What follows belongs to an exercise in optimizing a design on an open flow for a short achievable clock period and few clock cycles; a production flow would make more cautious choices.
At most, simulation tests tie the RTL to the original design; equivalence was not proved.
Function not checked in runs 1 and 2: the RTL went through the layout flow alone.
The flow treats the clock pin as an ideal source, which a real chip does not have.
Power and IR drop assume default switching activity.

==> design/flow/design.v <==
module riscv_if(
	input	[12+1:2]		pcn_i,	 
	input	[16-1:0]		v_i,
	input	[16-1:0]		tk_i,	 
	input	[16-1:0]		ret_i,
	input	[16*12-1:0]	tag_i,
	input	[16*12-1:0]	tgt_i,
	input	[16*2-1:0]		ctr_i,
	input	[12+1:2]		ras_i,
	output	[16-1:0]		match_o,
	output				hit_o,
	output				pred_o,
	output	[1:0]			ctr_o,
	output	[12+1:2]		ptgt_o
);
integer i;
reg	[12+1:2]	t;
reg	[1:0]		c;
reg			r;
always @(*) begin
	t = {12{1'b0}};
	c = 2'd0;
	r = 1'b0;
	for (i = 0; i < 16; i = i + 1) begin
		t = t | ({12{match_o[i]}} & tgt_i[i*12 +: 12]);
		c = c | ({2{match_o[i]}} & ctr_i[i*2 +: 2]);
		r = r | (match_o[i] & ret_i[i]);
	end
end
wire	[16-1:0]	match_p;
riscv_if_match MP(.pcn_i(pcn_i), .v_i(v_i), .tag_i(tag_i), .match_o(match_p));
riscv_if_match MT(.pcn_i(pcn_i), .v_i(v_i), .tag_i(tag_i), .match_o(match_o));
assign	hit_o  = |match_p;
assign	pred_o = |(match_p & tk_i);
assign	ctr_o  = c;
assign	ptgt_o = r ? ras_i : t;
endmodule
module riscv_if_match(
	input	[12+1:2]		pcn_i,	 
	input	[16-1:0]		v_i,
	input	[16*12-1:0]	tag_i,
	output	[16-1:0]		match_o
);
genvar gi;
generate
	for (gi = 0; gi < 16; gi = gi + 1) begin : g_m
		assign match_o[gi] = v_i[gi] & (tag_i[gi*12 +: 12] == ~pcn_i);
	end
endgenerate
endmodule
module riscv_if_static(
	input	[31:0]		pc_i,
	input	[31:0]		inst_i,
	input	[12+1:2]	ras_i,
	input			fus_i,		 
	input	[31:0]		epc_i,		 
	input	[31:12]		esum_i,		 
	output			pred_o,
	output	[31:2]		tgt_o
);
wire	[4:0]	opc = inst_i[6:2];
wire	[4:0]	rd  = inst_i[11:7];
wire	[4:0]	rs1 = inst_i[19:15];
wire	s   = inst_i[31];
wire	jal  = (opc == 5'b11011);
wire	jalr = (opc == 5'b11001);
wire	bb   = (opc == 5'b11000) & s;
wire	[12:1]	jimm = {s, inst_i[20], inst_i[30:21]};
wire	[12:1]	bimm = {s, inst_i[7], inst_i[30:25], inst_i[11:8]};
wire	[12:1]	jlo, blo;
wire		jc, bc;
riscv_if_add12 JA(.a_i(pc_i[12:1]), .b_i(jimm), .s_o(jlo), .c_o(jc));
riscv_if_add12 BA(.a_i(pc_i[12:1]), .b_i(bimm), .s_o(blo), .c_o(bc));
wire	[11:0]	flo;
wire		fc;
riscv_if_add12 FA(.a_i(epc_i[11:0]), .b_i(inst_i[31:20]), .s_o(flo), .c_o(fc));
riscv_if_ssel SEL(
	.fus_i(fus_i),
	.fc_i(fc),
	.flo_i(flo[11:2]),
	.fhi_i(esum_i),
	.jal_i(jal),
	.bb_i(bb),
	.jalr_i(jalr),
	.s_i(s),
	.jc_i(jc),
	.bc_i(bc),
	.jlo_i(jlo[12:2]),
	.blo_i(blo[12:2]),
	.hi_i(pc_i[31:13]),
	.ras_i(ras_i),
	.pred_o(pred_o),
	.tgt_o(tgt_o)
);
endmodule
module riscv_if_ssel(
	input		fus_i,
	input		fc_i,
	input	[11:2]	flo_i,
	input	[31:12]	fhi_i,
	input		jal_i,
	input		bb_i,
	input		jalr_i,
	input		s_i,
	input		jc_i,
	input		bc_i,
	input	[12:2]	jlo_i,
	input	[12:2]	blo_i,
	input	[31:13]	hi_i,
	input	[12+1:2]	ras_i,
	output		pred_o,
	output	[31:2]	tgt_o
);
assign	pred_o = jal_i | bb_i | jalr_i;
assign	tgt_o  = jal_i ? {hi_i, jlo_i} : bb_i ? {hi_i, blo_i} : fus_i ? {fhi_i, flo_i} :
		 {hi_i[31:12+2], ras_i};
endmodule
module riscv_if_add12(
	input	[11:0]	a_i,
	input	[11:0]	b_i,
	output	[11:0]	s_o,
	output		c_o
);
wire	[11:0]	g0, p0, g1, p1, g2, p2, g3, p3, g4, p4;
riscv_if_pg12 PG(.a_i(a_i), .b_i(b_i), .g_o(g0), .p_o(p0));
riscv_alu_pfx #(.D(1), .INV(0), .W(12)) L1(.g_i(g0), .p_i(p0), .g_o(g1), .p_o(p1));
riscv_alu_pfx #(.D(2), .INV(1), .W(12)) L2(.g_i(g1), .p_i(p1), .g_o(g2), .p_o(p2));
riscv_alu_pfx #(.D(4), .INV(0), .W(12)) L3(.g_i(g2), .p_i(p2), .g_o(g3), .p_o(p3));
riscv_alu_pfx #(.D(8), .INV(1), .W(12)) L4(.g_i(g3), .p_i(p3), .g_o(g4), .p_o(p4));
riscv_if_sum12 SU(.p_i(p0), .c_i(g4), .s_o(s_o), .c_o(c_o));
endmodule
module riscv_if_pg12(
	input	[11:0]	a_i,
	input	[11:0]	b_i,
	output	[11:0]	g_o,
	output	[11:0]	p_o
);
assign	g_o = a_i & b_i;
assign	p_o = a_i ^ b_i;
endmodule
module riscv_if_sum12(
	input	[11:0]	p_i,
	input	[11:0]	c_i,
	output	[11:0]	s_o,
	output		c_o
);
assign	s_o = p_i ^ {c_i[10:0], 1'b0};
assign	c_o = c_i[11];
endmodule
module riscv_id(
	input	[31:0]		inst_i,
	output	[4:0]		rd_o,
	output	[4:0]		rs1_o,
	output	[4:0]		rs2_o,
	output			lui_o,
	output			auipc_o,
	output			jal_o,
	output			jalr_o,
	output			br_o,
	output			load_o,
	output			store_o,
	output			use1_o,		 
	output			use2_o,		 
	output			wr_o,		 
	output			rs2b_o,		 
	output			call_o,
	output			ret_o,
	output	[31:0]		imm_o,		 
	output	[31:0]		timm_o,		 
	output	[5:0]		brc_o,		 
	output	[11-1:0]	op_o
);
wire	[31:0]	inst = inst_i;
wire	[4:0]	opc  = inst[6:2];
wire	[2:0]	f3   = inst[14:12];
assign	rd_o  = inst[11:7];
assign	rs1_o = inst[19:15];
assign	rs2_o = inst[24:20];
wire	opimm = (opc == 5'b00100);
wire	op    = (opc == 5'b01100);
assign	lui_o   = (opc == 5'b01101);
assign	auipc_o = (opc == 5'b00101);
assign	jal_o   = (opc == 5'b11011);
assign	jalr_o  = (opc == 5'b11001);
assign	br_o    = (opc == 5'b11000);
assign	load_o  = (opc == 5'b00000);
assign	store_o = (opc == 5'b01000);
assign	use1_o  = jalr_o | br_o | load_o | store_o | opimm | op;
assign	use2_o  = br_o | store_o | op;
assign	wr_o    = lui_o | auipc_o | jal_o | jalr_o | load_o | opimm | op;
assign	rs2b_o  = br_o | op;
wire	rd_link  = (rd_o == 5'd1) | (rd_o == 5'd5);
wire	rs1_link = (rs1_o == 5'd1) | (rs1_o == 5'd5);
assign	call_o  = (jal_o | jalr_o) & rd_link;
assign	ret_o   = jalr_o & rs1_link & ~rd_link;
wire	[31:0]	imm_i = {{20{inst[31]}}, inst[31:20]};
wire	[31:0]	imm_s = {{20{inst[31]}}, inst[31:25], inst[11:7]};
wire	[31:0]	imm_b = {{20{inst[31]}}, inst[7], inst[30:25], inst[11:8], 1'b0};
wire	[31:0]	imm_u = {inst[31:12], 12'b0};
wire	[31:0]	imm_j = {{12{inst[31]}}, inst[19:12], inst[20], inst[30:21], 1'b0};
assign	imm_o  = store_o ? imm_s : (lui_o | auipc_o) ? imm_u : imm_i;
assign	timm_o = jal_o ? imm_j : imm_b;
assign	brc_o = {f3 == 3'd7, f3 == 3'd6, f3 == 3'd5, f3 == 3'd4, f3 == 3'd1, f3 == 3'd0} & {6{br_o}};
wire	alu = op | opimm;
assign	op_o[0]  = lui_o | auipc_o | load_o | store_o | (opimm & f3 == 3'd0) | (op & f3 == 3'd0 & ~inst[30]);
assign	op_o[1]  = op & f3 == 3'd0 & inst[30];
assign	op_o[2]  = alu & f3 == 3'd2;
assign	op_o[3] = alu & f3 == 3'd3;
assign	op_o[4]  = alu & f3 == 3'd4;
assign	op_o[5]   = alu & f3 == 3'd6;
assign	op_o[6]  = alu & f3 == 3'd7;
assign	op_o[7]  = alu & f3 == 3'd1;
assign	op_o[8]  = alu & f3 == 3'd5 & ~inst[30];
assign	op_o[9]  = alu & f3 == 3'd5 & inst[30];
assign	op_o[10] = jal_o | jalr_o;
endmodule
module riscv_alu(
	input	[31:0]		a_i,
	input	[31:0]		b_i,
	input	[11-1:0]	op_i,
	input	[31:0]		pc4_i,
	input	[31:0]		sum_i,		 
	input	[31:0]		diff_i,		 
	input			ltu_i,
	input			lts_i,
	output	[31:0]		res_o
);
wire	[31:0]	sh;
riscv_alu_shift SH(
	.a_i(a_i),
	.sh_i(b_i[4:0]),
	.left_i(op_i[7]),
	.arith_i(op_i[9]),
	.res_o(sh)
);
wire	[31:0]	other;
riscv_alu_other OTH(
	.a_i(a_i),
	.b_i(b_i),
	.op_i(op_i),
	.pc4_i(pc4_i),
	.sh_i(sh),
	.res_o(other)
);
riscv_alu_mux MUX(
	.add_i(op_i[0]),
	.sub_i(op_i[1]),
	.slt_i(op_i[2]),
	.sltu_i(op_i[3]),
	.sum_i(sum_i),
	.diff_i(diff_i),
	.lts_i(lts_i),
	.ltu_i(ltu_i),
	.other_i(other),
	.res_o(res_o)
);
endmodule
module riscv_alu_other(
	input	[31:0]		a_i,
	input	[31:0]		b_i,
	input	[11-1:0]	op_i,
	input	[31:0]		pc4_i,
	input	[31:0]		sh_i,
	output	[31:0]		res_o
);
assign	res_o = ({32{op_i[4]}}  & (a_i ^ b_i)) |
		({32{op_i[5]}}   & (a_i | b_i)) |
		({32{op_i[6]}}  & (a_i & b_i)) |
		({32{op_i[7] | op_i[8] | op_i[9]}} & sh_i) |
		({32{op_i[10]}} & pc4_i);
endmodule
module riscv_alu_mux(
	input		add_i,
	input		sub_i,
	input		slt_i,
	input		sltu_i,
	input	[31:0]	sum_i,
	input	[31:0]	diff_i,
	input		lts_i,
	input		ltu_i,
	input	[31:0]	other_i,
	output	[31:0]	res_o
);
assign	res_o = ({32{add_i}} & sum_i) | ({32{sub_i}} & diff_i) | other_i |
		{31'd0, (slt_i & lts_i) | (sltu_i & ltu_i)};
endmodule
module riscv_alu_shift(
	input	[31:0]	a_i,
	input	[4:0]	sh_i,
	input		left_i,
	input		arith_i,
	output	[31:0]	res_o
);
wire	[31:0]	sl  = a_i << sh_i;
wire	[31:0]	sr  = a_i >> sh_i;
wire	[31:0]	sra = sr | ({32{a_i[31]}} & ~(32'hffffffff >> sh_i));
assign	res_o = left_i ? sl : arith_i ? sra : sr;
endmodule
module riscv_alu_add #(
	parameter SUB = 0
)(
	input	[31:0]	a_i,
	input	[31:0]	b_i,
	output	[31:0]	s_o
);
wire	[31:0]	p0, g0, g1, p1, g2, p2, g3, p3, g4, p4, g5, p5;
riscv_alu_pg #(.SUB(SUB)) PG(.a_i(a_i), .b_i(b_i), .g_o(g0), .p_o(p0));
riscv_alu_pfx #(.D(1),  .INV(0)) L1(.g_i(g0), .p_i(p0), .g_o(g1), .p_o(p1));
riscv_alu_pfx #(.D(2),  .INV(1)) L2(.g_i(g1), .p_i(p1), .g_o(g2), .p_o(p2));
riscv_alu_pfx #(.D(4),  .INV(0)) L3(.g_i(g2), .p_i(p2), .g_o(g3), .p_o(p3));
riscv_alu_pfx #(.D(8),  .INV(1)) L4(.g_i(g3), .p_i(p3), .g_o(g4), .p_o(p4));
riscv_alu_pfx #(.D(16), .INV(0)) L5(.g_i(g4), .p_i(p4), .g_o(g5), .p_o(p5));
riscv_alu_xsum #(.SUB(SUB)) XS(.p_i(p0), .nc_i(g5), .s_o(s_o));
endmodule
module riscv_alu_pg #(
	parameter SUB = 0
)(
	input	[31:0]	a_i,
	input	[31:0]	b_i,
	output	[31:0]	g_o,
	output	[31:0]	p_o
);
wire	[31:0]	b = SUB ? ~b_i : b_i;
assign	p_o = a_i ^ b;
assign	g_o = SUB ? {a_i[31:1] & b[31:1], a_i[0] | b[0]} : (a_i & b);
endmodule
module riscv_alu_pfx #(
	parameter D = 1,
	parameter INV = 0,
	parameter W = 32
)(
	input	[W-1:0]	g_i,
	input	[W-1:0]	p_i,
	output	[W-1:0]	g_o,
	output	[W-1:0]	p_o
);
genvar i;
generate
	for (i = 0; i < W; i = i + 1) begin : g_b
		if (i < D) begin : g_pass
			assign g_o[i] = ~g_i[i];
			assign p_o[i] = ~p_i[i];
		end else if (INV == 0) begin : g_aoi
			assign g_o[i] = ~(g_i[i] | (p_i[i] & g_i[i-D]));
			assign p_o[i] = ~(p_i[i] & p_i[i-D]);
		end else begin : g_oai
			assign g_o[i] = ~(g_i[i] & (p_i[i] | g_i[i-D]));
			assign p_o[i] = ~(p_i[i] | p_i[i-D]);
		end
	end
endgenerate
endmodule
module riscv_alu_xsum #(
	parameter SUB = 0
)(
	input	[31:0]	p_i,
	input	[31:0]	nc_i,
	output	[31:0]	s_o
);
assign	s_o = p_i ^ {~nc_i[30:0], SUB ? 1'b1 : 1'b0};
endmodule
module riscv_ex(
	input		valid_i,
	input		btaken_i,	 
	input	[31:0]	jsum_i,		 
	input		jne_i,		 
	input	[31:0]	btgt_i,		 
	input		bne_i,		 
	input	[31:0]	pc4_i,
	input		br_i,
	input		jal_i,
	input		jalr_i,
	input		pred_i,		 
	output		mispred_o,
	output		taken_o,
	output	[31:0]	tgt_o,
	output	[31:0]	redir_o
);
wire	mis_t   = ~pred_i | bne_i;
wire	mis_oth = jal_i  ? mis_t :
		  jalr_i ? (~pred_i | jne_i) : pred_i;
wire	mis_br  = btaken_i ? mis_t : pred_i;
assign	mispred_o = valid_i & (br_i ? mis_br : mis_oth);
assign	taken_o   = jal_i | jalr_i | (br_i & btaken_i);
assign	tgt_o     = jalr_i ? {jsum_i[31:1], 1'b0} : btgt_i;
assign	redir_o   = br_i ? (btaken_i ? btgt_i : pc4_i) : (jal_i | jalr_i) ? tgt_o : pc4_i;
endmodule
module riscv_ex_cmp(
	input	[31:0]	a_i,
	input	[31:0]	b_i,
	input	[5:0]	brc_i,		 
	output		eq_o,
	output		ltu_o,
	output		lts_o,
	output		taken_o		 
);
wire	[31:0]	g0 = {1'b0, ~a_i[30:0] & b_i[30:0]};
wire	[31:0]	e0 = {1'b1, ~(a_i[30:0] ^ b_i[30:0])};
wire	[15:0]	g1, e1;
wire	[7:0]	g2, e2;
wire	[3:0]	g3, e3;
wire	[1:0]	g4, e4;
wire		g5, e5;
riscv_ex_cmpl #(.W(16), .INV(0)) C1(.g_i(g0), .e_i(e0), .g_o(g1), .e_o(e1));
riscv_ex_cmpl #(.W(8),  .INV(1)) C2(.g_i(g1), .e_i(e1), .g_o(g2), .e_o(e2));
riscv_ex_cmpl #(.W(4),  .INV(0)) C3(.g_i(g2), .e_i(e2), .g_o(g3), .e_o(e3));
riscv_ex_cmpl #(.W(2),  .INV(1)) C4(.g_i(g3), .e_i(e3), .g_o(g4), .e_o(e4));
riscv_ex_cmpl #(.W(1),  .INV(0)) C5(.g_i(g4), .e_i(e4), .g_o(g5), .e_o(e5));
riscv_ex_cmpf CF(.a31_i(a_i[31]), .b31_i(b_i[31]), .ng_i(g5), .ne_i(e5), .brc_i(brc_i),
	.eq_o(eq_o), .ltu_o(ltu_o), .lts_o(lts_o), .taken_o(taken_o));
endmodule
module riscv_ex_cmpl #(
	parameter W = 1,
	parameter INV = 0
)(
	input	[2*W-1:0]	g_i,
	input	[2*W-1:0]	e_i,
	output	[W-1:0]		g_o,
	output	[W-1:0]		e_o
);
genvar i;
generate
	for (i = 0; i < W; i = i + 1) begin : g_b
		if (INV == 0) begin : g_aoi
			assign g_o[i] = ~(g_i[2*i+1] | (e_i[2*i+1] & g_i[2*i]));
			assign e_o[i] = ~(e_i[2*i+1] & e_i[2*i]);
		end else begin : g_oai
			assign g_o[i] = ~(g_i[2*i+1] & (e_i[2*i+1] | g_i[2*i]));
			assign e_o[i] = ~(e_i[2*i+1] | e_i[2*i]);
		end
	end
endgenerate
endmodule
module riscv_ex_cmpf(
	input		a31_i,
	input		b31_i,
	input		ng_i,
	input		ne_i,
	input	[5:0]	brc_i,
	output		eq_o,
	output		ltu_o,
	output		lts_o,
	output		taken_o
);
wire	e31 = ~(a31_i ^ b31_i);
assign	eq_o  = e31 & ~ne_i;
assign	ltu_o = (~a31_i & b31_i) | (e31 & ~ng_i);
assign	lts_o = (a31_i & ~b31_i) | (e31 & ~ng_i);
assign	taken_o = (brc_i[0] & eq_o) | (brc_i[1] & ~eq_o) | (brc_i[2] & lts_o) | (brc_i[3] & ~lts_o) |
		  (brc_i[4] & ltu_o) | (brc_i[5] & ~ltu_o);
endmodule
module riscv_ex_sumeq(
	input	[31:0]	a_i,
	input	[31:0]	b_i,
	input	[31:0]	k_i,
	output		ne_o
);
wire	[31:0]	x, r, g;
wire	[30:0]	ok;
riscv_ex_xor2 X1(.a_i(a_i), .b_i(b_i), .y_o(x));
riscv_ex_xor2 X2(.a_i(x), .b_i(k_i), .y_o(r));
riscv_ex_sumeq_g G(.a_i(a_i), .b_i(b_i), .x_i(x), .r_i(r), .g_o(g));
riscv_ex_sumeq_ok K(.r_i(r), .g_i(g), .a0_i(a_i[0]), .b0_i(b_i[0]), .ok_o(ok));
riscv_ex_and31 A(.x_i(ok), .yn_o(ne_o));
endmodule
module riscv_ex_xor2(
	input	[31:0]	a_i,
	input	[31:0]	b_i,
	output	[31:0]	y_o
);
assign	y_o = a_i ^ b_i;
endmodule
module riscv_ex_sumeq_g(
	input	[31:0]	a_i,
	input	[31:0]	b_i,
	input	[31:0]	x_i,
	input	[31:0]	r_i,
	output	[31:0]	g_o
);
assign	g_o = (a_i & b_i) | (x_i & r_i);
endmodule
module riscv_ex_sumeq_ok(
	input	[31:0]	r_i,
	input	[31:0]	g_i,
	input		a0_i,
	input		b0_i,
	output	[30:0]	ok_o
);
assign	ok_o = {~(r_i[31:2] ^ g_i[30:1]), ~(r_i[1] ^ (a0_i & b0_i))};
endmodule
module riscv_ex_and31(
	input	[30:0]	x_i,
	output		yn_o
);
wire	[7:0]	n1;
wire	[3:0]	a2;
riscv_ex_nand4 #(.W(8)) L1(.x_i({1'b1, x_i}), .y_o(n1));
riscv_ex_nor2  #(.W(4)) L2(.x_i(n1), .y_o(a2));
riscv_ex_nand4 #(.W(1)) L3(.x_i(a2), .y_o(yn_o));
endmodule
module riscv_ex_nand4 #(
	parameter W = 1
)(
	input	[4*W-1:0]	x_i,
	output	[W-1:0]		y_o
);
genvar i;
generate
	for (i = 0; i < W; i = i + 1) begin : g_b
		assign y_o[i] = ~&x_i[4*i +: 4];
	end
endgenerate
endmodule
module riscv_ex_nor4 #(
	parameter W = 1
)(
	input	[4*W-1:0]	x_i,
	output	[W-1:0]		y_o
);
genvar i;
generate
	for (i = 0; i < W; i = i + 1) begin : g_b
		assign y_o[i] = ~|x_i[4*i +: 4];
	end
endgenerate
endmodule
module riscv_ex_nor2 #(
	parameter W = 1
)(
	input	[2*W-1:0]	x_i,
	output	[W-1:0]		y_o
);
genvar i;
generate
	for (i = 0; i < W; i = i + 1) begin : g_b
		assign y_o[i] = ~|x_i[2*i +: 2];
	end
endgenerate
endmodule
module riscv_ex_nand2 #(
	parameter W = 1
)(
	input	[2*W-1:0]	x_i,
	output	[W-1:0]		y_o
);
genvar i;
generate
	for (i = 0; i < W; i = i + 1) begin : g_b
		assign y_o[i] = ~&x_i[2*i +: 2];
	end
endgenerate
endmodule
module riscv_ex_mt(
	input		valid_i,
	input		br_i,
	input		jal_i,
	input		jalr_i,
	input		pred_i,
	output	[4:0]	t_o
);
assign	t_o[0] = valid_i & br_i & ~pred_i;
assign	t_o[1] = valid_i & br_i & pred_i;
assign	t_o[2] = valid_i & ((jal_i | jalr_i) & ~pred_i | ~(br_i | jal_i | jalr_i) & pred_i);
assign	t_o[3] = valid_i & jal_i & pred_i;
assign	t_o[4] = valid_i & jalr_i & pred_i;
endmodule
module riscv_ex_fin(
	input	[4:0]	t_i,
	input		btaken_i,
	input		bne_i,
	input		jne_i,
	output		mispred_o
);
assign	mispred_o = (btaken_i & (t_i[0] | (t_i[1] & bne_i))) | (~btaken_i & t_i[1]) | t_i[2] |
		    (t_i[3] & bne_i) | (t_i[4] & jne_i);
endmodule
module riscv_wb(
	input	[31:0]		pc_i,
	input			pred_i,
	input	[12+1:2]	ptgt_i,
	output	[31:0]		next_o,
	output	[31:0]		pc4_o
);
riscv_wb_inc INC(.pc_i(pc_i), .pc4_o(pc4_o));
assign	next_o = pred_i ? {pc_i[31:12+2], ptgt_i, 2'b00} : pc4_o;
endmodule
module riscv_wb_s(
	input			en_i,
	input	[31:0]		pc_i,
	input			stall_i,
	input			spred_i,	 
	input	[31:2]		stgt_i,
	input	[31:0]		next_i,
	output	[31:0]		next_o
);
wire	[31:0]	n = stall_i ? pc_i : spred_i ? {stgt_i, 2'b00} : next_i;
assign	next_o = n & {32{en_i}};
endmodule
module riscv_wb_f(
	input			mispred_i,
	input	[31:0]		redir_i,
	input	[31:0]		next_i,
	output	[31:0]		next_o
);
assign	next_o = mispred_i ? redir_i : next_i;
endmodule
module riscv_wb_inc(
	input	[31:0]	pc_i,
	output	[31:0]	pc4_o
);
assign	pc4_o = pc_i + 32'd4;
endmodule
module riscv_register(
	input	[32*32-1:0]	rf_i,
	input	[4:0]		idx_i,
	output	[31:0]		val_o
);
wire	[31:0]	sel0, sel1, sel2, sel3;
riscv_register_dec DEC0(.idx_i(idx_i), .sel_o(sel0));
riscv_register_dec DEC1(.idx_i(idx_i), .sel_o(sel1));
riscv_register_dec DEC2(.idx_i(idx_i), .sel_o(sel2));
riscv_register_dec DEC3(.idx_i(idx_i), .sel_o(sel3));
genvar b;
generate
	for (b = 0; b < 32; b = b + 1) begin : g_bit
		wire	[31:0]	col;
		wire	[15:0]	l1;
		wire	[3:0]	l2;
		wire	[1:0]	l3;
		genvar r;
		for (r = 0; r < 32; r = r + 1) begin : g_col
			assign col[r] = rf_i[r*32 + b];
		end
		riscv_register_aoi22 L1(.s_i(b < 8 ? sel0 : b < 16 ? sel1 : b < 24 ? sel2 : sel3), .d_i(col), .y_o(l1));
		riscv_ex_nand4 #(.W(4)) L2(.x_i(l1), .y_o(l2));
		riscv_ex_nor2  #(.W(2)) L3(.x_i(l2), .y_o(l3));
		riscv_ex_nand2 #(.W(1)) L4(.x_i(l3), .y_o(val_o[b]));
	end
endgenerate
endmodule
module riscv_register_dec(
	input	[4:0]	idx_i,
	output	[31:0]	sel_o
);
genvar i;
generate
	for (i = 0; i < 32; i = i + 1) begin : g_d
		assign sel_o[i] = (i != 0) && (idx_i == i);
	end
endgenerate
endmodule
module riscv_register_aoi22(
	input	[31:0]	s_i,
	input	[31:0]	d_i,
	output	[15:0]	y_o
);
genvar i;
generate
	for (i = 0; i < 16; i = i + 1) begin : g_b
		assign y_o[i] = ~((s_i[2*i] & d_i[2*i]) | (s_i[2*i+1] & d_i[2*i+1]));
	end
endgenerate
endmodule
module riscv_stall(
	input	[4:0]	rs1_i,
	input	[4:0]	rs2_i,
	input		use1_i,
	input		use2_i,
	input		e_fwd_i,	 
	input		e_load_i,	 
	input	[4:0]	e_rd_i,
	input		m_fwd_i,	 
	input	[4:0]	m_rd_i,
	output		h1e_o,
	output		h1m_o,
	output		h2e_o,
	output		h2m_o,
	output		stall_o
);
wire	eq1 = (e_rd_i == rs1_i);
wire	eq2 = (e_rd_i == rs2_i);
assign	h1e_o = e_fwd_i & eq1;
assign	h1m_o = m_fwd_i & (m_rd_i == rs1_i);
assign	h2e_o = e_fwd_i & eq2;
assign	h2m_o = m_fwd_i & (m_rd_i == rs2_i);
assign	stall_o = e_load_i & ((use1_i & eq1) | (use2_i & eq2));
endmodule
module riscv_forward(
	input		sel_e_i,
	input	[31:0]	e_i,
	input		sel_r_i,
	input	[31:0]	r_i,
	input	[31:0]	o_i,
	output	[31:0]	val_o
);
assign	val_o = sel_e_i ? e_i : sel_r_i ? r_i : o_i;
endmodule
module riscv_forward_pre(
	input		sel_m_i,	 
	input		sel_x_i,	 
	input	[31:0]	m_i,
	input	[31:0]	x_i,
	output	[31:0]	val_o
);
assign	val_o = ({32{sel_m_i}} & m_i) | ({32{sel_x_i}} & x_i);
endmodule
module riscv(
	input	wire		clk,
	input	wire		rst,		 
	input	wire	[31:0]	inst_i,		 
	output	wire	[31:0]	inst_addr_o,	 
	output	wire		inst_ce_o,	 
	input	wire	[31:0]	data_i,		 
	output	wire		data_we_o,	 
	output	wire		data_ce_o,	 
	output	wire	[31:0]	data_addr_o,	 
	output	wire	[31:0]	data_o		 
);
assign	inst_ce_o = 1'b1;
assign	data_ce_o = 1'b1;
reg	[31:0]	pc_out;
reg	[31:0]	pc;
reg	[12+1:2]	pc_btb_n;	 
reg		e_valid;
reg	[31:0]	e_pc;
reg	[31:0]	e_pc4;
reg	[31:0]	e_a;		 
reg	[31:0]	e_b;		 
reg	[31:0]	e_s;		 
reg	[31:0]	e_timm;		 
reg	[4:0]	e_rd;
reg		e_we;		 
reg		e_load;
reg		e_store;
reg		e_br;
reg		e_jal;
reg		e_jalr;
reg		e_auipc;
reg		e_call;
reg		e_ret;
reg	[5:0]	e_brc;		 
reg	[11-1:0]	e_op;	 
reg		e_pred;		 
reg	[31:2]	e_ptgt;		 
reg		e_hit;		 
reg	[16-1:0]	e_match;	 
reg	[1:0]	e_ctr;		 
reg	[2:0]	e_it, e_tr;	 
reg		e_lc;
reg		m_valid;
reg	[31:0]	m_addr;
reg	[31:0]	m_res_n;
reg	[31:0]	m_sd;
reg		m_we_mem;
reg	[4:0]	m_rd;
reg		m_we;
reg		m_load;
reg	[31:0]	rf [1:31];
reg	[31:0]	rf_v;		 
reg	[16-1:0]	btb_v;
reg	[16-1:0]	btb_tk;		 
reg	[16-1:0]	btb_ret;	 
reg	[12+1:2]	btb_tag [0:16-1];
reg	[12+1:2]	btb_tgt [0:16-1];
reg	[1:0]	btb_ctr [0:16-1];
reg	[2:0]	btb_it  [0:16-1];
reg	[2:0]	btb_tr  [0:16-1];
reg	[16-1:0]	btb_lc;
reg	[16-1:0]	btb_rr;		 
reg	[12+1:2]	ras0, ras1, ras2, ras3;
reg		u_btb;
reg		u_alloc;
reg	[16-1:0]	u_sel;
reg	[12+1:2]	u_tag;
reg	[12+1:2]	u_atgt;		 
reg	[12+1:2]	u_ptgt;		 
reg		u_taken, u_hit, u_v, u_jmp, u_ret;
reg	[1:0]	u_octr;
reg		u_bwd;
reg	[2:0]	u_oit, u_otr;
reg		u_olc;
reg		u_call, u_pop;
reg	[12+1:2]	u_link;
wire	[31:0]	m_res = ~m_res_n;
wire	[31:0]	m_val = m_load ? data_i : m_res;
wire	[31:0]	sum, diff;
wire		ltu, lts, eq, btaken;
riscv_alu_add #(.SUB(0)) ADD(.a_i(e_a), .b_i(e_b), .s_o(sum));
riscv_alu_add #(.SUB(1)) SUB(.a_i(e_a), .b_i(e_b), .s_o(diff));
riscv_ex_cmp CMP(.a_i(e_a), .b_i(e_b), .brc_i(e_brc), .eq_o(eq), .ltu_o(ltu), .lts_o(lts), .taken_o(btaken));
wire	[31:0]	res;
riscv_alu ALU(
	.a_i(e_a),
	.b_i(e_b),
	.op_i(e_op),
	.pc4_i(e_pc4),
	.sum_i(sum),
	.diff_i(diff),
	.ltu_i(ltu),
	.lts_i(lts),
	.res_o(res)
);
wire	[31:0]	e_pfull = {e_ptgt, 2'b00};
wire	[31:0]	btgt;
wire		jne, bne;
riscv_alu_add BTGT(.a_i(e_pc), .b_i(e_timm), .s_o(btgt));
riscv_ex_sumeq JOK(.a_i(e_a), .b_i(e_b), .k_i(e_pfull), .ne_o(jne));
riscv_ex_sumeq BOK(.a_i(e_pc), .b_i(e_timm), .k_i(e_pfull), .ne_o(bne));
wire		mispred;
wire		act_taken;
wire	[31:0]	act_tgt;
wire	[31:0]	redir_pc;
riscv_ex BR(
	.valid_i(e_valid),
	.btaken_i(btaken),
	.jsum_i(sum),
	.jne_i(jne),
	.btgt_i(btgt),
	.bne_i(bne),
	.pc4_i(e_pc4),
	.br_i(e_br),
	.jal_i(e_jal),
	.jalr_i(e_jalr),
	.pred_i(e_pred),
	.mispred_o(),
	.taken_o(act_taken),
	.tgt_o(act_tgt),
	.redir_o(redir_pc)
);
wire	[4:0]	mt;
wire		mispred_o;
riscv_ex_mt MT(.valid_i(e_valid), .br_i(e_br), .jal_i(e_jal), .jalr_i(e_jalr), .pred_i(e_pred), .t_o(mt));
riscv_ex_fin MF(.t_i(mt), .btaken_i(btaken), .bne_i(bne), .jne_i(jne), .mispred_o(mispred));
riscv_ex_fin MFO(.t_i(mt), .btaken_i(btaken), .bne_i(bne), .jne_i(jne), .mispred_o(mispred_o));
wire	[4:0]	rd, rs1, rs2;
wire		d_lui, d_auipc, d_jal, d_jalr, d_br, d_load, d_store;
wire		d_use1, d_use2, d_wr, d_rs2b, d_call, d_ret;
wire	[31:0]	d_imm, d_timm;
wire	[5:0]	d_brc;
wire	[11-1:0]	d_op;
riscv_id DEC(
	.inst_i(inst_i),
	.rd_o(rd),
	.rs1_o(rs1),
	.rs2_o(rs2),
	.lui_o(d_lui),
	.auipc_o(d_auipc),
	.jal_o(d_jal),
	.jalr_o(d_jalr),
	.br_o(d_br),
	.load_o(d_load),
	.store_o(d_store),
	.use1_o(d_use1),
	.use2_o(d_use2),
	.wr_o(d_wr),
	.rs2b_o(d_rs2b),
	.call_o(d_call),
	.ret_o(d_ret),
	.imm_o(d_imm),
	.timm_o(d_timm),
	.brc_o(d_brc),
	.op_o(d_op)
);
wire	[32*32-1:0]	rf_flat;
assign	rf_flat[31:0] = 32'd0;
genvar gi;
generate
	for (gi = 1; gi < 32; gi = gi + 1) begin : g_rf
		assign rf_flat[gi*32 +: 32] = rf[gi] & {32{rf_v[gi]}};
	end
endgenerate
wire	[31:0]	rf1, rf2;
riscv_register RD1(.rf_i(rf_flat), .idx_i(rs1), .val_o(rf1));
riscv_register RD2(.rf_i(rf_flat), .idx_i(rs2), .val_o(rf2));
wire	h1e, h1m, h2e, h2m, stall;
riscv_stall HAZ(
	.rs1_i(rs1),
	.rs2_i(rs2),
	.use1_i(d_use1),
	.use2_i(d_use2),
	.e_fwd_i(e_valid & e_we),
	.e_load_i(e_valid & e_load & e_we),
	.e_rd_i(e_rd),
	.m_fwd_i(m_valid & m_we),
	.m_rd_i(m_rd),
	.h1e_o(h1e),
	.h1m_o(h1m),
	.h2e_o(h2e),
	.h2m_o(h2m),
	.stall_o(stall)
);
wire	a_reg = ~d_auipc & ~d_lui;
wire	[31:0]	pre_a, pre_b, pre_s, opa, opb, ops;
riscv_forward_pre PA(.sel_m_i(a_reg & h1m), .sel_x_i(d_auipc), .m_i(m_val), .x_i(pc), .val_o(pre_a));
riscv_forward_pre PB(.sel_m_i(d_rs2b & h2m), .sel_x_i(~d_rs2b), .m_i(m_val), .x_i(d_imm), .val_o(pre_b));
riscv_forward_pre PS(.sel_m_i(h2m), .sel_x_i(1'b0), .m_i(m_val), .x_i(32'd0), .val_o(pre_s));
riscv_forward FA(.sel_e_i(a_reg & h1e), .e_i(res), .sel_r_i(a_reg & ~h1m), .r_i(rf1), .o_i(pre_a), .val_o(opa));
riscv_forward FB(.sel_e_i(d_rs2b & h2e), .e_i(res), .sel_r_i(d_rs2b & ~h2m), .r_i(rf2), .o_i(pre_b), .val_o(opb));
riscv_forward FS(.sel_e_i(h2e), .e_i(res), .sel_r_i(~h2m), .r_i(rf2), .o_i(pre_s), .val_o(ops));
wire	[16*12-1:0]	bt_flat;
wire	[16*12-1:0]	bg_flat;
wire	[16*2-1:0]		bc_flat;
generate
	for (gi = 0; gi < 16; gi = gi + 1) begin : g_btb
		assign bt_flat[gi*12 +: 12] = btb_tag[gi];
		assign bg_flat[gi*12 +: 12] = btb_tgt[gi];
		assign bc_flat[gi*2 +: 2] = btb_ctr[gi];
	end
endgenerate
wire	[16-1:0]	f_match;
reg	[2:0]	f_it, f_tr;
integer fi;
always @(*) begin
	f_it = 3'd0;
	f_tr = 3'd0;
	for (fi = 0; fi < 16; fi = fi + 1) begin
		f_it = f_it | ({3{f_match[fi]}} & btb_it[fi]);
		f_tr = f_tr | ({3{f_match[fi]}} & btb_tr[fi]);
	end
end
wire		f_hit, f_pred;
wire	[1:0]	f_ctr;
wire	[12+1:2]	f_ptgt;
riscv_if BTB(
	.pcn_i(pc_btb_n),
	.v_i(btb_v),
	.tk_i(btb_tk),
	.ret_i(btb_ret),
	.tag_i(bt_flat),
	.tgt_i(bg_flat),
	.ctr_i(bc_flat),
	.ras_i(ras0),
	.match_o(f_match),
	.hit_o(f_hit),
	.pred_o(f_pred),
	.ctr_o(f_ctr),
	.ptgt_o(f_ptgt)
);
wire		s_pred;
wire	[31:2]	s_tgt;
riscv_if_static SP(
	.pc_i(pc),
	.inst_i(inst_i),
	.ras_i(ras0),
	.fus_i(d_jalr & e_auipc & h1e),
	.epc_i(e_pc),
	.esum_i(sum[31:12]),
	.pred_o(s_pred),
	.tgt_o(s_tgt)
);
wire	s_use = ~f_hit & s_pred;
wire	[31:0]	next_pc, next_pc_out, next_pc_b, next_pc_s, next_pc_so, pc4;
riscv_wb NPC(
	.pc_i(pc),
	.pred_i(f_pred),
	.ptgt_i(f_ptgt),
	.next_o(next_pc_b),
	.pc4_o(pc4)
);
riscv_wb_s NPCS(
	.en_i(1'b1),
	.pc_i(pc),
	.stall_i(stall),
	.spred_i(s_use),
	.stgt_i(s_tgt),
	.next_i(next_pc_b),
	.next_o(next_pc_s)
);
riscv_wb_f NPCF(.mispred_i(mispred), .redir_i(redir_pc), .next_i(next_pc_s), .next_o(next_pc));
riscv_wb_s NPCSO(
	.en_i(~rst),
	.pc_i(pc),
	.stall_i(stall),
	.spred_i(s_use),
	.stgt_i(s_tgt),
	.next_i(next_pc_b),
	.next_o(next_pc_so)
);
riscv_wb_f NPCFO(.mispred_i(mispred_o), .redir_i(redir_pc), .next_i(next_pc_so), .next_o(next_pc_out));
always @(posedge clk) begin
	pc_out   <= next_pc_out;
	pc_btb_n <= ~next_pc_out[12+1:2];
end
always @(posedge clk or posedge rst) begin
	if (rst) begin
		pc <= 32'd0;
	end else begin
		pc <= next_pc;
	end
end
assign	inst_addr_o = pc_out;
always @(posedge clk or posedge rst) begin
	if (rst) begin
		e_valid <= 1'b0;
	end else begin
		e_valid <= ~mispred & ~stall;
	end
end
always @(posedge clk) begin
	e_pc    <= pc;
	e_pc4   <= pc4;
	e_a     <= opa;
	e_b     <= opb;
	e_s     <= ops;
	e_timm  <= d_timm;
	e_rd    <= rd;
	e_we    <= d_wr & (rd != 5'd0);
	e_load  <= d_load;
	e_store <= d_store;
	e_br    <= d_br;
	e_jal   <= d_jal;
	e_jalr  <= d_jalr;
	e_auipc <= d_auipc;
	e_call  <= d_call;
	e_ret   <= d_ret;
	e_brc   <= d_brc;
	e_op    <= d_op;
	e_pred  <= f_pred | s_use;
	e_ptgt  <= f_hit ? {pc[31:12+2], f_ptgt} : s_tgt;
	e_hit   <= f_hit;
	e_match <= f_match;
	e_ctr   <= f_ctr;
	e_it    <= f_it;
	e_tr    <= f_tr;
	e_lc    <= |(f_match & btb_lc);
end
always @(posedge clk or posedge rst) begin
	if (rst) begin
		m_valid  <= 1'b0;
	end else begin
		m_valid  <= e_valid;
	end
end
always @(posedge clk) begin
	m_we_mem <= ~rst & e_valid & e_store;
	m_addr   <= res;
	m_res_n  <= ~res;
	m_sd     <= e_s;
	m_rd     <= e_rd;
	m_we     <= e_we;
	m_load   <= e_load;
end
assign	data_addr_o = m_addr;
assign	data_o      = m_sd;
assign	data_we_o   = m_we_mem;
always @(posedge clk) begin
	if (m_valid & m_we)
		rf[m_rd] <= m_val;
end
integer k;
always @(posedge clk or posedge rst) begin
	if (rst) begin
		rf_v <= 32'd0;
	end else if (m_valid & m_we) begin
		for (k = 1; k < 32; k = k + 1)
			if (m_rd == k)
				rf_v[k] <= 1'b1;
	end
end
wire	e_ctl = e_br | e_jal | e_jalr;
always @(posedge clk or posedge rst) begin
	if (rst) begin
		u_btb   <= 1'b0;
		u_alloc <= 1'b0;
		u_call  <= 1'b0;
		u_pop   <= 1'b0;
	end else begin
		u_btb   <= e_valid & (act_taken | e_hit);
		u_alloc <= e_valid & act_taken & ~e_hit;
		u_call  <= e_valid & e_call;
		u_pop   <= e_valid & e_ret;
	end
end
always @(posedge clk) begin
	u_sel   <= e_hit ? e_match : btb_rr;
	u_tag   <= e_pc[12+1:2];
	u_atgt  <= act_tgt[12+1:2];
	u_ptgt  <= e_ptgt[12+1:2];
	u_taken <= act_taken;
	u_hit   <= e_hit;
	u_octr  <= e_ctr;
	u_bwd   <= e_br & e_timm[31];
	u_oit   <= e_it;
	u_otr   <= e_tr;
	u_olc   <= e_lc;
	u_v     <= e_ctl;
	u_jmp   <= e_jal | e_jalr;
	u_ret   <= e_ret;
	u_link  <= e_pc4[12+1:2];
end
wire	[1:0]	u_ctr = ~u_hit ? 2'd2 :
			u_taken ? ((u_octr == 2'd3) ? 2'd3 : u_octr + 2'd1) :
				  ((u_octr == 2'd0) ? 2'd0 : u_octr - 2'd1);
wire	[2:0]	u_it  = ~u_taken ? 3'd0 : ~u_hit ? 3'd1 : (u_oit == 3'd7) ? 3'd7 : u_oit + 3'd1;
wire	[2:0]	u_tr  = ~u_hit ? 3'd7 : ~u_taken ? u_oit : u_otr;
wire		u_lc  = ~u_hit ? 1'b0 : u_taken ? u_olc : (u_oit == u_otr) & (u_oit != 3'd7);
wire		u_tk  = u_jmp | (u_ctr[1] & ~(u_bwd & u_lc & (u_it == u_tr)));
wire	[12+1:2]	u_tgt = u_taken ? u_atgt : u_ptgt;
integer j;
always @(posedge clk or posedge rst) begin
	if (rst) begin
		btb_v  <= {16{1'b0}};
		btb_rr <= {{(16-1){1'b0}}, 1'b1};
	end else begin
		if (u_btb)
			btb_v <= (btb_v & ~u_sel) | ({16{u_v}} & u_sel);
		if (u_alloc)
			btb_rr <= {btb_rr[16-2:0], btb_rr[16-1]};
	end
end
always @(posedge clk) begin
	for (j = 0; j < 16; j = j + 1) begin
		if (u_btb & u_sel[j]) begin
			btb_tk[j]  <= u_tk;
			btb_ret[j] <= u_ret;
			btb_tag[j] <= u_tag;
			btb_tgt[j] <= u_tgt;
			btb_ctr[j] <= u_ctr;
			btb_it[j]  <= u_it;
			btb_tr[j]  <= u_tr;
			btb_lc[j]  <= u_lc;
		end
	end
end
always @(posedge clk or posedge rst) begin
	if (rst) begin
		ras0 <= {12{1'b0}};
		ras1 <= {12{1'b0}};
		ras2 <= {12{1'b0}};
		ras3 <= {12{1'b0}};
	end else if (u_call & u_pop) begin
		ras0 <= u_link;
	end else if (u_call) begin
		ras0 <= u_link;
		ras1 <= ras0;
		ras2 <= ras1;
		ras3 <= ras2;
	end else if (u_pop) begin
		ras0 <= ras1;
		ras1 <= ras2;
		ras2 <= ras3;
	end
end
endmodule
==> design/flow/flow/run.sh <==
#!/bin/bash
set -u
bash standard.sh SETUP_SLACK_MARGIN=6.7 finish > standard_flow.log 2>&1
==> design/flow/standard.sh <==
#!/bin/bash
# synth_recipe.tcl (not shown) runs the flow's synth.tcl, then flattens the netlist and writes it again
# the make line also repeats each setting of config.mk as NAME=value (left out here)
make -C /OpenROAD-flow-scripts/flow DESIGN_CONFIG=/design/flow/config.mk WORK_HOME=/design/flow/orfs CLKGATE_MAP_FILE= SYNTH_SCRIPT=/design/flow/synth_recipe.tcl "${@:-finish}"
==> design/flow/config.mk <==
export PLATFORM = sky130hd
export DESIGN_NAME = riscv
export DESIGN_NICKNAME = riscv
export VERILOG_FILES = /design/flow/design.v
export SDC_FILE = /design/flow/constraint.sdc
export NUM_CORES = 8
export LEC_CHECK = 0
export CAP_MARGIN = 20
export CORE_MARGIN = 2
export CORE_UTILIZATION = 40
export CTS_CLUSTER_DIAMETER = 150
export CTS_CLUSTER_SIZE = 20
export PLACE_DENSITY = 0.6
export SLEW_MARGIN = 20
export SYNTH_HIERARCHICAL = 1
export TNS_END_PERCENT = 100
==> design/flow/constraint.sdc <==
create_clock -name core_clock -period 10.0 [get_ports {clk}]
set_input_delay 2.0000 -clock core_clock [delete_from_list [all_inputs] [get_ports {clk}]]
set_output_delay 2.0000 -clock core_clock [all_outputs]
set_load 0.01 [all_outputs]
==> flow_metrics.env, run 1 <==
export IMPL_area_delta_synth_final_pct=18.2
export IMPL_layout_commonest_cell="edfxtp_1"
export IMPL_path_cells="buf_2 -> and3b_2 -> nor3b_4 -> and3_4 -> nor3b_4 -> buf_12 -> buf_16 -> mux2_4 -> mux2_4 -> o211a_1 -> mux2_4"
export IMPL_grt_pass1_wl_mm=671
export IMPL_grt_antenna_before_repair=29
export IMPL_cp_max_fo=10
export IMPL_rsz0062_at_grt="true"
export IMPL_min_path_type="flop to flop"
export IMPL_post_dp_cell_area_sq_um=131000
export IMPL_crit_top_cell="mux2_4"
export IMPL_crit_buf_inv=3
export IMPL_p_leak_nw=50.9
export IMPL_postLayoutCellArea_sq_um=146000
export IMPL_startpoint="inst_i[6]"
export IMPL_r2r_end="pc_out[16]"
export IMPL_fillCellCount=27310
export IMPL_status="complete, no violations"
export IMPL_io_pins=165
export IMPL_rr_worst_depth=14
export IMPL_clock_skew_final_ns=0.118
export IMPL_via_per_inst=6.07
export IMPL_slew_headroom_pct=18.9
export IMPL_clock_fmax_mhz=260
export IMPL_path_depth=11
export IMPL_htreeDepth=3
export IMPL_crit_family="simple AND/OR/NAND/NOR gates"
export IMPL_cp_start_kind="primary input"
export IMPL_worstSetupEndpointType="flop"
export IMPL_crit_slowest_cell="mux2_4"
export IMPL_multi_input_area_sq_um=63800
export IMPL_crit_end="pc[17]"
export IMPL_swShare_pct=31.8
export IMPL_wl_mm=491
export IMPL_fin_crit_ns=3.84
export IMPL_worstPathRequired_ns=10.76
export IMPL_ff2ff_setup_slack_ns=6.16
export IMPL_overflow=0
export IMPL_finalSetupTns_ns=0
export IMPL_worst_skew_pair_late_latency_ns=0.97
export IMPL_syn_area_per_cell_sq_um=11.9
export IMPL_drc=0
export IMPL_fin_nets=11300
export IMPL_mostFrequentLayoutCells="1552 x edfxtp_1, 1026 x a22oi_2, 1002 x and2_1, 553 x xor2_1, 545 x nand2_1"
export IMPL_p_clk_share_pct=26.4
export IMPL_clock_sinks=2208
export IMPL_seqCellArea_sq_um=60700
export IMPL_max_stage_delay_ns=0.33
export IMPL_vias=92269
export IMPL_pwr_share_comb_pct=23.5
export IMPL_period_share_pct=38.4
export IMPL_syn_inst=10353
export IMPL_finalSetupViolations=0
export IMPL_clockBufferDepth=4
export IMPL_yosysWarnings=13
export IMPL_worstSetupPathType="primary input to flop"
export IMPL_instances_no_fill=15196
export IMPL_drt_iter0_drc=10810
export IMPL_seq_power_share_pct=50.1
export IMPL_die_w_um=559
export IMPL_hold_buffers=0
export IMPL_hold_viol=0
export IMPL_drive_above_1_share_pct=32.0
export IMPL_cts_root_buffer="clkbuf_16"
export IMPL_slew_viol_final=0
export IMPL_gp_congestion=1.00
export IMPL_design_core_area_sq_um=306000
export IMPL_worst_pin_slew_ns=1.22
export IMPL_cts_clk_slew_worst_paths_ns=0.09
export IMPL_cts_tree="done"
export IMPL_die_y_um=559
export IMPL_rows=203
export IMPL_grt_max_degree=71
export IMPL_grt_pass1_vias=89165
export IMPL_dpl_cell_count=14456
export IMPL_max_cap_viol_count=0
export IMPL_cts_made_buffers=125
export IMPL_grt_use_total_pct=29.6
export IMPL_r2r_start="pc_btb_n[13]"
export IMPL_powerDensity_nw_per_um2=143
export IMPL_switchingPower_mw=6.63
export IMPL_place_hpwl_mm=319
export IMPL_detail_route_antenna_nets=0
export IMPL_dr_pass1_iters=6
export IMPL_post_route_util_pct=47.6
export IMPL_wire_per_inst_um=32.3
export IMPL_portBuffers=160
export IMPL_initial_utilization_pct=40.3
export IMPL_internal_power_mw=14.2
export IMPL_arrival_ns=4.60
export IMPL_ir_worst_vdd_mv=0.181
export IMPL_finalPower_mw=20.8
export IMPL_die_area_sq_um=313000
export IMPL_synthesis_area_sq_um=123000
## layer usage
layer  GRT usage [%]  part of all wire [%]  vias up
met5               0                0.0026        -
met4            12.6                   4.8        2
met3            4.16                   7.7      853
met2            48.0                    47     4310
met1            39.5                    41    47365
li1                -                     -    39739
## power by group through the flow
stage                     Clock (mW)  Sequential (mW)  Combinational, mW
after global placement             0             10.6               4.08
after detailed placement           0             10.6               4.14
final                           5.50             10.4               4.90
after floorplan                    0             10.5               2.72
after global routing            5.90             10.4               5.10
after CTS                       5.59             10.4               4.56
## worst reg2reg max path: cells and delay by family (launching register included)
family                    cells  cell delay (ns)
DFF                           1             0.42
AOI/OAI and AO/OA             1             0.21
and+or+nand+nor               5             1.08
muxes                         2             0.56
xor gates and xnor gates      1             0.19
buffers and inverters         5             1.19
## worst min-delay path by stage
stage | from | to | slack, ns | depth (start not counted)
2_1_floorplan | e_s[0] | m_sd[0] | 0.31 | 0
3_3_place_gp | e_it[1] | u_oit[1] | 0.32 | 0
3_5_place_dp | e_tr[0] | u_otr[0] | 0.31 | 0
4_1_cts | e_s[25] | m_sd[25] | 0.33 | 0
5_1_grt | e_s[25] | m_sd[25] | 0.33 | 0
6_report | e_it[1] | u_oit[1] | 0.33 | 0
## sequential cells by signal, indices dropped and copies added, names as in the netlist, 32 cells and up, named ones only
| signal | cells |
|---|---|
| e_pc4 | 32 |
| rf | 992 |
| btb_ctr | 32 |
| btb_tag | 192 |
| e_pc | 32 |
| m_addr | 32 |
| pc_out | 32 |
| pc | 32 |
| btb_tr | 48 |
| m_res_n | 32 |
| e_b | 32 |
| btb_it | 48 |
| e_a | 32 |
| e_timm | 32 |
| e_s | 32 |
| m_sd | 32 |
| btb_tgt | 192 |
## layout make-up
| type | instances | area share, % |
|---|---|---|
| sequential | 2208 | 41.6 |
| tap | 4100 | 3.52 |
| clock buffer | 209 | 2.38 |
| multi-input combinational | 7403 | 43.8 |
| timing repair buffer | 891 | 7.68 |
| inverter | 371 | 0.969 |
| clock inverter | 5 | 0.0420 |
| antenna | 9 | 0.0154 |
## what timing repair did
action	CTS	global route
gates cloned	48	33
pin swaps	182	278
resized for setup	1472	389
endpoints found under the setup margin	378	313
setup buffers	286	143
hold endpoints to repair	0	0
## per-stage QoR
stage | worst slack (ns) | hold WS (ns)
after floorplan | 4.97 | 0.310
final | 6.16 | 0.328
after CTS | 6.20 | 0.331
after detailed placement | 3.20 | 0.313
after global placement | 3.26 | 0.316
after global routing | 6.13 | 0.332
==> run 2: changes to the inputs <==
--- a/design/flow/design.v
+++ b/design/flow/design.v
@@ -576,25 +576,29 @@
 endmodule
 module riscv_wb(
 	input	[31:0]		pc_i,
+	input			stall_i,
 	input			pred_i,
 	input	[12+1:2]	ptgt_i,
 	output	[31:0]		next_o,
 	output	[31:0]		pc4_o
 );
 riscv_wb_inc INC(.pc_i(pc_i), .pc4_o(pc4_o));
-assign	next_o = pred_i ? {pc_i[31:12+2], ptgt_i, 2'b00} : pc4_o;
+assign	next_o = stall_i ? pc_i :
+		 pred_i  ? {pc_i[31:12+2], ptgt_i, 2'b00} : pc4_o;
 endmodule
 module riscv_wb_s(
 	input			en_i,
-	input	[31:0]		pc_i,
 	input			stall_i,
+	input			pred_i,		 
 	input			spred_i,	 
 	input	[31:2]		stgt_i,
 	input	[31:0]		next_i,
 	output	[31:0]		next_o
 );
-wire	[31:0]	n = stall_i ? pc_i : spred_i ? {stgt_i, 2'b00} : next_i;
-assign	next_o = n & {32{en_i}};
+wire	use_s = ~stall_i & ~pred_i & spred_i;
+wire	sel_s = en_i & use_s;
+wire	sel_o = en_i & ~use_s;
+assign	next_o = ({32{sel_s}} & {stgt_i, 2'b00}) | ({32{sel_o}} & next_i);
 endmodule
 module riscv_wb_f(
 	input			mispred_i,
@@ -615,11 +619,9 @@
 	input	[4:0]		idx_i,
 	output	[31:0]		val_o
 );
-wire	[31:0]	sel0, sel1, sel2, sel3;
-riscv_register_dec DEC0(.idx_i(idx_i), .sel_o(sel0));
-riscv_register_dec DEC1(.idx_i(idx_i), .sel_o(sel1));
-riscv_register_dec DEC2(.idx_i(idx_i), .sel_o(sel2));
-riscv_register_dec DEC3(.idx_i(idx_i), .sel_o(sel3));
+wire	[31:0]	sel_lo, sel_hi;
+riscv_register_dec DECL(.idx_i(idx_i), .sel_o(sel_lo));
+riscv_register_dec DECH(.idx_i(idx_i), .sel_o(sel_hi));
 genvar b;
 generate
 	for (b = 0; b < 32; b = b + 1) begin : g_bit
@@ -631,7 +633,7 @@
 		for (r = 0; r < 32; r = r + 1) begin : g_col
 			assign col[r] = rf_i[r*32 + b];
 		end
-		riscv_register_aoi22 L1(.s_i(b < 8 ? sel0 : b < 16 ? sel1 : b < 24 ? sel2 : sel3), .d_i(col), .y_o(l1));
+		riscv_register_aoi22 L1(.s_i(b < 16 ? sel_lo : sel_hi), .d_i(col), .y_o(l1));
 		riscv_ex_nand4 #(.W(4)) L2(.x_i(l1), .y_o(l2));
 		riscv_ex_nor2  #(.W(2)) L3(.x_i(l2), .y_o(l3));
 		riscv_ex_nand2 #(.W(1)) L4(.x_i(l3), .y_o(val_o[b]));
@@ -952,6 +954,7 @@
 wire	[31:0]	next_pc, next_pc_out, next_pc_b, next_pc_s, next_pc_so, pc4;
 riscv_wb NPC(
 	.pc_i(pc),
+	.stall_i(stall),
 	.pred_i(f_pred),
 	.ptgt_i(f_ptgt),
 	.next_o(next_pc_b),
@@ -959,8 +962,8 @@
 );
 riscv_wb_s NPCS(
 	.en_i(1'b1),
-	.pc_i(pc),
 	.stall_i(stall),
+	.pred_i(f_pred),
 	.spred_i(s_use),
 	.stgt_i(s_tgt),
 	.next_i(next_pc_b),
@@ -969,8 +972,8 @@
 riscv_wb_f NPCF(.mispred_i(mispred), .redir_i(redir_pc), .next_i(next_pc_s), .next_o(next_pc));
 riscv_wb_s NPCSO(
 	.en_i(~rst),
-	.pc_i(pc),
 	.stall_i(stall),
+	.pred_i(f_pred),
 	.spred_i(s_use),
 	.stgt_i(s_tgt),
 	.next_i(next_pc_b),
==> run 2 against run 1 <==
Via count is 3.3% higher; worst hold slack worse by 0.027 ns; maximum frequency is 4.0% higher; clock-buffer cell count is 2 higher; critical path depth is 2 higher; largest power group unchanged; clock skew is 0.074 ns lower; setup slack better by 0.15 ns; non-clock buffer count is 444 higher; die area is 1.4% lower; largest cell class unchanged; sequential share of layout area is 1.2 points lower.
==> flow_metrics.env, run 2 <==
export IMPL_status="complete, no violations"
export IMPL_worstSetupPathType="primary input to flop"
export IMPL_pwr_share_comb_pct=22.8
export IMPL_p_clk_share_pct=27.4
export IMPL_mostFrequentLayoutCells="1552 x edfxtp_1, 1025 x a22oi_2, 1004 x and2_1, 623 x nand2_1, 621 x buf_4"
export IMPL_period_share_pct=36.9
export IMPL_swShare_pct=31.9
export IMPL_gr_usage_met2_pct=51.1
export IMPL_grt_busiest_layer="met2"
export IMPL_cts_tree="done"
export IMPL_drive_above_1_share_pct=34.5
export IMPL_place_hpwl_mm=303
export IMPL_place_ws_ns=3.60
export IMPL_ir_worst_vdd_mv=0.133
export IMPL_fin_crit_ns=3.69
export IMPL_largest_register_ff_count=992
export IMPL_rows=202
export IMPL_grt_pass1_vias=92239
export IMPL_drc=0
export IMPL_grt_use_total_pct=31.9
export IMPL_crit_buf_inv=5
export IMPL_hold_viol=0
export IMPL_instances_no_fill=15387
export IMPL_cp_max_fo=11
export IMPL_die_w_um=556
export IMPL_p_leak_nw=52.9
export IMPL_initial_utilization_pct=40.2
export IMPL_wire_per_inst_um=33.4
export IMPL_max_cap_viol_count=0
export IMPL_startpoint="inst_i[16]"
export IMPL_layout_setup_ws_ns=6.31
export IMPL_cts_clk_slew_worst_paths_ns=0.09
export IMPL_design_core_area_sq_um=303000
export IMPL_grtUsageMet3_pct=6.46
export IMPL_min_from="e_tr[2]"
export IMPL_wl_mm=515
export IMPL_via_per_inst=6.19
export IMPL_grt_pass1_wl_mm=703
export IMPL_crit_slowest_cell="bufbuf_16"
export IMPL_syn_inst=10177
export IMPL_min_path_type="flop to flop"
export IMPL_seq_power_share_pct=49.8
export IMPL_htreeDepth=4
export IMPL_path_cells="buf_12 -> bufbuf_16 -> nand3b_1 -> buf_6 -> buf_6 -> nor2_4 -> buf_12 -> a22oi_2 -> nand4_1 -> nor2_1 -> nand2_2 -> mux2i_1 -> o21ai_1"
export IMPL_largest_register="rf"
export IMPL_dpl_cell_count=14163
export IMPL_gp_congestion=0.974
export IMPL_cp_start_kind="primary input"
export IMPL_arrival_ns=4.43
export IMPL_internal_power_mw=14.5
export IMPL_portBuffers=160
export IMPL_die_area_sq_um=309000
export IMPL_detail_route_antenna_nets=0
export IMPL_hold_buffers=0
export IMPL_worst_pin_slew_ns=1.23
export IMPL_crit_family="simple AND/OR/NAND/NOR gates"
export IMPL_cts_made_buffers=134
export IMPL_reg_top3="rf (992), btb_tag (192), btb_tgt (192)"
export IMPL_dr_pass1_iters=9
export IMPL_yosysWarnings=13
export IMPL_clock_sinks=2208
export IMPL_drt_iter0_drc=11611
export IMPL_io_pins=165
export IMPL_worstSetupEndpointType="flop"
export IMPL_rsz0062_at_grt="true"
export IMPL_die_y_um=556
export IMPL_area_delta_synth_final_pct=23.6
export IMPL_finalSetupViolations=0
export IMPL_synthesis_area_sq_um=122000
export IMPL_syn_area_per_cell_sq_um=12.0
export IMPL_clock_fmax_mhz=271
export IMPL_r2r_start="e_b[8]"
export IMPL_clock_skew_final_ns=0.0437
export IMPL_finalSetupTns_ns=0
export IMPL_hold_ws_ns=0.300
export IMPL_overflow=0
export IMPL_slew_headroom_pct=17.6
export IMPL_vias=95271
export IMPL_max_stage_delay_ns=0.34
export IMPL_worstPathRequired_ns=10.74
export IMPL_layout_commonest_cell="edfxtp_1"
export IMPL_cts_root_buffer="clkbuf_16"
export IMPL_powerDensity_nw_per_um2=142
export IMPL_switchingPower_mw=6.83
export IMPL_met1_usage_pct=40.5
export IMPL_grt_antenna_before_repair=35
export IMPL_slew_viol_final=0
export IMPL_clockBufferDepth=4
export IMPL_fin_nets=11596
export IMPL_worst_skew_pair_late_latency_ns=0.88
export IMPL_grt_max_degree=80
[run 2: cell count changes in the layout (fill, tap and decap cells not counted), moves of 60 or more]
| cell | before | now |
|---|---|---|
| buf_4 | 414 | 621 |
| mux2_4 | 207 | 142 |
| mux2i_1 | 143 | 231 |
| nand2_2 | 17 | 77 |
| nand2_1 | 545 | 623 |
| o211a_1 | 61 | 1 |
| nor2_4 | 329 | 221 |
| buf_12 | 146 | 360 |
[run 2: cell type report]
class,count,area (sq um)
clock inverters,12,180
clock buffers,211,3710
inverters,371,1410
well taps,3978,4980
flip-flops and latches,2208,60800
diodes,26,65.1
multi-input cells,7246,61700
repair buffers,1335,17600
fillers,25983,152000
[run 2: worst paths after layout]
path,slack [ns],cells after the start,to
max in group asynchronous,7.23,5,pc[30]
min in group asynchronous,1.77,4,pc[7]
hold / removal,0.30,0,u_otr[2]
setup / recovery,6.31,13,e_a[27]
hold reg to reg,0.30,0,u_otr[2]
setup reg to reg,6.53,11,pc_out[29]
[run 2: what timing repair did]
item                                     CTS  global route
buffers inserted                         719           150
cloned                                    76            15
endpoints found under the setup margin   403           345
gates resized for setup                 1614           312
pin swaps                                443           347
[run 2: stage by stage]
step | area, sq um | util [%] | total power [mW]
5_1_grt | 150000 | 49.7 | 21.9
3_5_place_dp | 129000 | 42.5 | 14.7
4_1_cts | 147000 | 48.5 | 21.1
2_1_floorplan | 123000 | - | 13.1
6_report | 150000 | 49.7 | 21.4
3_3_place_gp | 129000 | 42.5 | 14.6
[run 2: per-layer routing]
metal / wire length, um / vias up
met1: 196000 / 48355
met5: 101 / -
met3: 49500 / 1276
li1: - / 40131
met4: 34400 / 12
met2: 234000 / 5497
[run 2: power by group through the flow]
stage          Sequential [mW]  Clock, mW  Combinational [mW]
2_1_floorplan             10.4          0                2.65
3_3_place_gp              10.8          0                3.79
3_5_place_dp              10.8          0                3.86
4_1_cts                   10.6       5.89                4.56
5_1_grt                   10.6       6.22                5.06
6_report                  10.6       5.85                4.88
==> run 3: changes to the inputs <==
--- a/design/flow/design.v
+++ b/design/flow/design.v
@@ -619,9 +619,11 @@
 	input	[4:0]		idx_i,
 	output	[31:0]		val_o
 );
-wire	[31:0]	sel_lo, sel_hi;
-riscv_register_dec DECL(.idx_i(idx_i), .sel_o(sel_lo));
-riscv_register_dec DECH(.idx_i(idx_i), .sel_o(sel_hi));
+wire	[31:0]	sel0, sel1, sel2, sel3;
+riscv_register_dec DEC0(.idx_i(idx_i), .sel_o(sel0));
+riscv_register_dec DEC1(.idx_i(idx_i), .sel_o(sel1));
+riscv_register_dec DEC2(.idx_i(idx_i), .sel_o(sel2));
+riscv_register_dec DEC3(.idx_i(idx_i), .sel_o(sel3));
 genvar b;
 generate
 	for (b = 0; b < 32; b = b + 1) begin : g_bit
@@ -633,7 +635,7 @@
 		for (r = 0; r < 32; r = r + 1) begin : g_col
 			assign col[r] = rf_i[r*32 + b];
 		end
-		riscv_register_aoi22 L1(.s_i(b < 16 ? sel_lo : sel_hi), .d_i(col), .y_o(l1));
+		riscv_register_aoi22 L1(.s_i(b < 8 ? sel0 : b < 16 ? sel1 : b < 24 ? sel2 : sel3), .d_i(col), .y_o(l1));
 		riscv_ex_nand4 #(.W(4)) L2(.x_i(l1), .y_o(l2));
 		riscv_ex_nor2  #(.W(2)) L3(.x_i(l2), .y_o(l3));
 		riscv_ex_nand2 #(.W(1)) L4(.x_i(l3), .y_o(val_o[b]));
==> design/flow/flow/run.sh (replaced) <==
#!/bin/bash
set -u
here=$(pwd)
bash standard.sh SETUP_SLACK_MARGIN=6.7 POST_CTS_TCL="$here/flow/post_cts.tcl" finish > standard_flow.log 2>&1
==> design/flow/flow/post_cts.tcl (new file) <==
# Sourced by ORFS at the end of its CTS step: one more setup repair, this
# time without the platform's cell-footprint restriction, then legalize.
puts "post_cts.tcl: extra repair_timing"
repair_timing -setup -setup_margin 6.7 -repair_tns 100 -max_passes 50 -verbose
detailed_placement
check_placement -verbose
==> run 3 against run 2 <==
Still clean on timing, DRC and antenna; setup slack better by 0.14 ns; register-to-register slack better by 0.02 ns; first-iteration DRC count is 0.57% lower; flip-flop and latch count stayed put; largest cell class unchanged.
==> flow_metrics.env, run 3 <==
export IMPL_clock_skew_final_ns=0.0949
export IMPL_cts_tree="done"
export IMPL_hold_ws_ns=0.281
export IMPL_ir_worst_vdd_mv=0.194
export IMPL_fin_nets=11569
export IMPL_fin_crit_ns=3.55
export IMPL_largest_register="rf"
export IMPL_crit_buf_inv=5
export IMPL_overflow=0
export IMPL_multi_input_area_sq_um=63800
export IMPL_max_stage_delay_ns=0.34
export IMPL_die_w_um=558
export IMPL_grt_pass1_vias=91228
export IMPL_detail_route_antenna_nets=0
export IMPL_seqCellArea_sq_um=60800
export IMPL_finalSetupTns_ns=0
export IMPL_powerDensity_nw_per_um2=141
export IMPL_io_pins=165
export IMPL_via_per_inst=6.11
export IMPL_place_hpwl_mm=316
export IMPL_design_core_area_sq_um=305000
export IMPL_reg_top3="rf (992), btb_tag (192), btb_tgt (192)"
export IMPL_dr_pass1_iters=7
export IMPL_cp_start_kind="primary input"
export IMPL_worstSetupEndpointType="flop"
export IMPL_min_path_type="flop to flop"
export IMPL_vias=94550
export IMPL_layout_commonest_cell="edfxtp_1"
export IMPL_slew_headroom_pct=14.9
export IMPL_rows=203
export IMPL_die_y_um=558
export IMPL_postLayoutCellArea_sq_um=150000
export IMPL_crit_slowest_cell="or3b_4"
export IMPL_area_delta_synth_final_pct=22.1
export IMPL_path_depth=13
export IMPL_clock_sinks=2208
export IMPL_path_cells="buf_16 -> buf_4 -> buf_12 -> buf_16 -> or3b_4 -> nor2_4 -> buf_4 -> a22oi_2 -> nand4_1 -> nor2_4 -> nand2_2 -> mux2i_2 -> o21ai_2"
export IMPL_worst_pin_slew_ns=1.27
export IMPL_grt_pass1_wl_mm=690
export IMPL_syn_inst=10357
export IMPL_worstPathRequired_ns=10.76
export IMPL_period_share_pct=35.5
export IMPL_swShare_pct=32.1
export IMPL_p_leak_nw=51.8
export IMPL_grt_max_degree=78
export IMPL_gp_congestion=0.993
export IMPL_synthesis_area_sq_um=123000
export IMPL_status="complete, no violations"
export IMPL_max_cap_viol_count=0
## run 3: changes by cell type in the layout (fill, tap and decap cells not counted), sizes merged, moves of 5 or more
cell,before,now
buf,1247,1051
bufbuf,36,31
clkbuf,227,240
diode,26,10
inv,377,370
nand3,83,88
nand3b,15,27
nor2,600,723
or3b,13,24
## run 3: worst reg2reg max path, cell delays in order (launching register included)
cell and delay, ns:
dfxtp_1 0.66, ha_1 0.32, a21oi_4 0.07, o21ai_2 0.15
a21oi_4 0.12, o21ai_4 0.13, a21oi_2 0.05, nand2b_4 0.15
o221a_1 0.14, o211ai_4 0.19, buf_12 0.14, and2_4 0.27
buf_12 0.15, nor2b_4 0.06, buf_12 0.14, a221o_1 0.32
mux2_4 0.29
## run 3: power by group through the flow
stage	clock network, mW	registers (mW)	logic (mW)
6_report	5.52	10.5	5.13
5_1_grt	5.88	10.5	5.31
3_5_place_dp	0	10.7	4.01
3_3_place_gp	0	10.7	3.95
2_1_floorplan	0	10.4	2.68
## run 3: metal layers
metal  share of wire [%]  wire [um]  track usage [%]  vias to the layer above
met3                 8.7      44100             5.43                     1183
li1                    -          -                -                    40248
met2                  46     231000             49.9                     4872
met1                  39     199000             40.2                    48223
met5               0.032        160                0                        -
met4                 6.3      32100             15.5                       24
## run 3: final timing paths
check	from	to	slack, ns
max in group asynchronous	rst	rf_v[8]	6.89
max reg2reg	e_b[24]	pc_out[14]	6.55
min reg2reg	e_tr[1]	u_otr[1]	0.28
min	e_tr[1]	u_otr[1]	0.28
max	inst_i[17]	e_a[12]	6.45
min in group asynchronous	rst	asynchronous set/reset pin	1.94
## run 3: stage by stage
stage                     power (mW)  utilization, %  setup slack, ns
final                           21.1            49.0             6.45
after global routing            21.7            49.0             6.46
after detailed placement        14.7            42.6             4.12
after global placement          14.6            42.5             4.18
after floorplan                 13.1               -             4.89
## run 3: final cells by class
type	count	share of cell area, %
Multi-Input combinational cell	7413	42.7
Sequential cell	2208	40.6
Timing Repair Buffer	1149	9.95
Tap cell	4100	3.43
Clock buffer	209	2.31
Inverter	371	0.952
Clock inverter	7	0.0702
Antenna cell	10	0.0167
Timing Repair inverter	1	0.00334
Testbench counts of run 3, summed over its fixed seeds: cycles 149,965.

## static timing again, ports no longer ideal
No port has a modelled driver above. Below, the same layouts with a new extraction and two added sets of constraints.
Step 1, drivers: a clkbuf_16 drives clk and a buf_2 each remaining input, both assumed.
Step 2 also shifts input and output timing later by t, the mid clock arrival at the registers, as if the neighbouring blocks saw the same clock.
Slacks: no drivers / after step 1 / after step 2; pairs: no drivers / after step 1.
run	t (ns)	setup slack, ns
run 1	1.030	6.160 / 6.101 / 5.071
run 2	0.978	6.308 / 6.360 / 5.382
run 3	1.010	6.452 / 6.414 / 5.403
After both steps every run listed still meets setup and hold.
